Background: an optimization exercise with open tools, aiming at small area. Do not read the settings as production practice. Function was checked by simulation only, so behaviour that the tests miss may differ from the original.

Setup of cedar:
## systolic_cube_with_mc
module systolic_cube_with_mc #(
    parameter ARRAY_NUM = 3,
    parameter BLOCK_NUM = 3,
    parameter CUBE_NUM  = 3,  
    parameter RAM_DEPTH = 2048
) (
    input  wire                         iClk,
    input  wire                         iRst,
    input  wire                         iStart,
    output wire                         oReady,
    output wire [$clog2(RAM_DEPTH)-1:0] oAddrForDataWeightRam,
    input  wire [31:0]                  iDataFromDataRam,
    input  wire [31:0]                  iWeightFromWeightRam,
    output wire                         oWrEnForResultRam,
    output wire [$clog2(RAM_DEPTH)-1:0] oAddrForResultRam,
    output wire [31:0]                  oDataToResultRam
);
wire         valid;
wire [8:0]   pattern;
wire [1:0]   pass_left;
wire         hold0;
wire [4:0]   cap;
wire [3:0]   post;
wire [215:0] result;
micro_controller micro_controller_i (
    .iClk(iClk),
    .iRst(iRst),
    .iStart(iStart),
  ...
Size in the first run: ~5900 cells after synthesis, ~930 flip-flops, ~120 I/O pins, ~0.062 sq mm of cells after synthesis.
clock: 10.0 ns
lec_check: 0
abc_area: 1
cap_margin: 20
core_margin: 2
core_utilization: 45
cts_cluster_diameter: 100
cts_cluster_size: 22
slew_margin: 20
standard.sh (not shown) runs the stock make flow with config.mk's settings and CLKGATE_MAP_FILE= SYNTH_SCRIPT=/design/flow/synth_recipe.tcl, a recipe that flattens the netlist after the stock synthesis.
==> flow/flow/run.sh <==
#!/bin/bash
# The standard layout (standard.sh), with two changes to synthesis, neither
# of which touches the registers:
#  - Yosys's synth skips its quick ABC pass (synth -noabc), so the full
#    adders that extract_fa finds are the ones the RTL writes, without the
#    inverters the quick mapping leaves around them;
#  - the final technology mapping runs ABC with flow/abc_area.script (two
#    rounds of choice-based area mapping with don't-care resubstitution, and
#    no buffering or sizing, which placement repairs later).
set -euo pipefail
W=$(pwd)
sed 's/yosys synth -nofsm -noshare /yosys synth -nofsm -noshare -noabc /' "$W/synth_recipe.tcl" > "$W/synth_noabc.tcl"
grep -q -- '-noabc' "$W/synth_noabc.tcl"
cat > "$W/synth_abc.tcl" <<EOT
proc abc {args} {
  set i [lsearch -exact \$args -script]
  if { \$i >= 0 } { set args [lreplace \$args [expr {\$i + 1}] [expr {\$i + 1}] {$W/flow/abc_area.script}] }
  yosys abc {*}\$args
}
source {$W/synth_noabc.tcl}
EOT
bash "$W/standard.sh" "SYNTH_SCRIPT=$W/synth_abc.tcl" finish > "$W/standard.log" 2>&1
==> flow/flow/abc_area.script <==
strash
&get -n
&st
&dch -f
&nf -a -R 1000
&put
mfs2
strash
&get -n
&st
&dch -f
&nf -a -R 1000
&put
topo
--- input diff cedar..birch ---
--- a/flow/design.v
+++ b/flow/design.v
@@ -11,48 +11,35 @@
 assign oPartial[8:1] = ({8{s1}} & {1'b0, iData[7:1]}) | ({8{s2}} & iData) | ({8{s3}} & iTimes3[8:1]);
 endmodule
 module appr_mult (
   input  wire [7:0] iData,
   output wire [8:0] oTimes3
 );
-wire [7:0] lo;
-wire [8:2] hi;
+wire [7:0] e;
 generate
   genvar i;
   for (i = 0; i < 4; i = i + 1) begin : g
-    assign lo[2*i]   = iData[2*i];
-    assign lo[2*i+1] = iData[2*i] | iData[2*i+1];
-    assign hi[2*i+2] = iData[2*i+1];
+    assign e[2*i]   = iData[2*i] & iData[2*i+1];
+    assign e[2*i+1] = 1'b0;
   end
 endgenerate
-wire c3 = lo[2] & hi[2];
-wire c4 = lo[3] & c3;
-wire c5 = (lo[4] & hi[4]) | (c4 & (lo[4] ^ hi[4]));
-wire c6 = lo[5] & c5;
-wire c7 = (lo[6] & hi[6]) | (c6 & (lo[6] ^ hi[6]));
-wire c8 = lo[7] & c7;
-assign oTimes3 = {hi[8] ^ c8,
-                  lo[7] ^ c7,
-                  lo[6] ^ hi[6] ^ c6,
-                  lo[5] ^ c5,
-                  lo[4] ^ hi[4] ^ c4,
-                  lo[3] ^ c3,
-                  lo[2] ^ hi[2],
-                  lo[1],
-                  lo[0]};
+assign oTimes3 = {1'b0, iData} + {iData, 1'b0} - {e, 1'b0};
 endmodule
 module pe (
   input  wire        iClk,
   input  wire        iClear,      
   input  wire [7:0]  iData,
   input  wire [8:0]  iTimes3,
   input  wire [7:0]  iWeight,
   output wire [19:0] oAcc
 );
 reg  [19:0] acc;
+reg         cdef;
+wire        cnext;
 wire [19:0] accg = iClear ? 20'd0 : acc;
+wire        cdefg = iClear ? 1'b0 : cdef;
 wire [8:0]  p0, p1, p2, p3;
 wire [19:0] sum;
 appr_mult_basic_unit u0 (.iDigit(iWeight[1:0]), .iData(iData), .iTimes3(iTimes3), .oPartial(p0));
 appr_mult_basic_unit u1 (.iDigit(iWeight[3:2]), .iData(iData), .iTimes3(iTimes3), .oPartial(p1));
 appr_mult_basic_unit u2 (.iDigit(iWeight[5:4]), .iData(iData), .iTimes3(iTimes3), .oPartial(p2));
 appr_mult_basic_unit u3 (.iDigit(iWeight[7:6]), .iData(iData), .iTimes3(iTimes3), .oPartial(p3));
@@ -220,14 +207,15 @@
 assign s69 = c38 ^ s39 ^ c68;
 assign c70 = (c38 & s39) | (c68 & (c38 ^ s39));
 assign s71 = c40 ^ s41 ^ c70;
 assign c72 = (c40 & s41) | (c70 & (c40 ^ s41));
 assign s73 = c42 ^ s43 ^ c72;
 assign c74 = (c42 & s43) | (c72 & (c42 ^ s43));
-assign s75 = c44 ^ s45 ^ c74;
-assign c76 = (c44 & s45) | (c74 & (c44 ^ s45));
+assign cnext = c74;
+assign s75 = c44 ^ s45 ^ cdefg;
+assign c76 = (c44 & s45) | (cdefg & (c44 ^ s45));
 assign s77 = c46 ^ s47 ^ c76;
 assign c78 = (c46 & s47) | (c76 & (c46 ^ s47));
 assign s79 = c48 ^ s49 ^ c78;
 assign c80 = (c48 & s49) | (c78 & (c48 ^ s49));
 assign s81 = c50 ^ s51 ^ c80;
 assign c82 = (c50 & s51) | (c80 & (c50 ^ s51));
@@ -242,12 +230,13 @@
 assign s91 = accg[18] ^ c90;
 assign c92 = accg[18] & c90;
 assign s93 = accg[19] ^ c92;
 assign sum = {s93, s91, s89, s87, s85, s83, s81, s79, s77, s75, s73, s71, s69, s67, s65, s63, s61, s59, s57, s55};
 always @(posedge iClk) begin
   acc  <= sum;
+  cdef <= cnext;
 end
 assign oAcc = acc;
 endmodule
 module pe_cube (
   input  wire         iClk,
   input  wire         iRst,
@@ -349,15 +338,14 @@
         );
       end
     end
     wire [19:0] sh0_in = ({20{cap[0]}} & acc[0]) | ({20{cap[1]}} & acc[1]) |
                          ({20{cap[3]}} & acc[5]) | ({20{cap[4]}} & acc[8]);
     wire [19:0] sh1_in = ({20{cap[1]}} & acc[3]) | ({20{cap[3]}} & acc[7]);
-    wire [7:0]  sh0, sh1;
-    result_shift rs0 (.iAcc(sh0_in), .iShift(shift_in), .oResult(sh0));
-    result_shift rs1 (.iAcc(sh1_in), .iShift(shift_in), .oResult(sh1));
+    wire [19:0] sh0    = sh0_in >> shift_in;
+    wire [19:0] sh1    = sh1_in >> shift_in;
     reg  [7:0] res [0:8];
     always @(posedge iClk) begin
       if (cap[0]) res[0] <= sh0[7:0];
       if (cap[1]) res[1] <= sh0[7:0];
       if (cap[2]) res[2] <= acc[2][7:0];
       if (cap[1]) res[3] <= sh1[7:0];
@@ -370,23 +358,12 @@
     for (a = 0; a < 9; a = a + 1) begin : out
       assign oResult[8*(9*k+a)+7:8*(9*k+a)] = res[a];
     end
   end
 endgenerate
 endmodule
-module result_shift (
-  input  wire [19:0] iAcc,
-  input  wire [4:0]  iShift,
-  output wire [7:0]  oResult
-);
-wire [19:0] z1 = iShift[4] ? {16'd0, iAcc[19:16]} : iAcc;    
-wire [14:0] z2 = iShift[3] ? {3'd0, z1[19:8]} : z1[14:0];     
-wire [10:0] z3 = iShift[2] ? z2[14:4] : z2[10:0];
-wire [8:0]  z4 = iShift[1] ? z3[10:2] : z3[8:0];
-assign oResult = iShift[0] ? z4[8:1] : z4[7:0];
-endmodule
 module micro_controller (
     input  wire        iClk,
     input  wire        iRst,
     input  wire        iStart,
     output wire        oReady,
     output wire [10:0] oAddrRd,
==> comparison <==
- birch completed end to end with timing, DRC and antenna clean.
- birch vs. cedar: post-layout instance area shows an increase of about 6%, average wire per cell in the routed design increased by 0.89 microns relative to the old numbers, clock skew now sits higher, critical path depth higher, synthesized-area fraction occupied by ao, oa, aoi and oai cells up 3.0 points.
- Die area on birch is behind cedar.
- Compared with cedar, in birch actual transition at the worst max-transition pin increased by 0.090 ns relative to the old numbers; count of unique library cells instantiated by Yosys increased by about 2% relative to the old numbers.
- Sequential cell count sits higher in birch than in cedar.

==> port drivers added, routing unchanged <==
The flow's constraints put no driver on any port. The routed layouts listed below were extracted and timed again, unchanged, in two steps. Step 1 (the two cells are an assumption about what drives the block):
set clk [get_ports {iClk}]
set_driving_cell -lib_cell sky130_fd_sc_hd__clkbuf_16 $clk
set_driving_cell -lib_cell sky130_fd_sc_hd__buf_2 [delete_from_list [all_inputs] $clk]
Step 2 moves the port delays by t, midway between the first and last clock arrival at a register: inputs arrive t later, outputs are due t later. That takes back most of the time a late clock gives input paths. Slacks: ideal ports / drivers / drivers and shift; pairs: ideal ports / drivers.
| run | t (ns) | setup WS [ns] | pins driven straight from the clock port |
|---|---|---|---|
| cedar | 0.799 | 1.012 / 1.012 / 1.012 | 1 |
| birch | 0.800 | 1.476 / 1.476 / 1.476 | 1 |
After both steps every run listed still meets setup and hold.
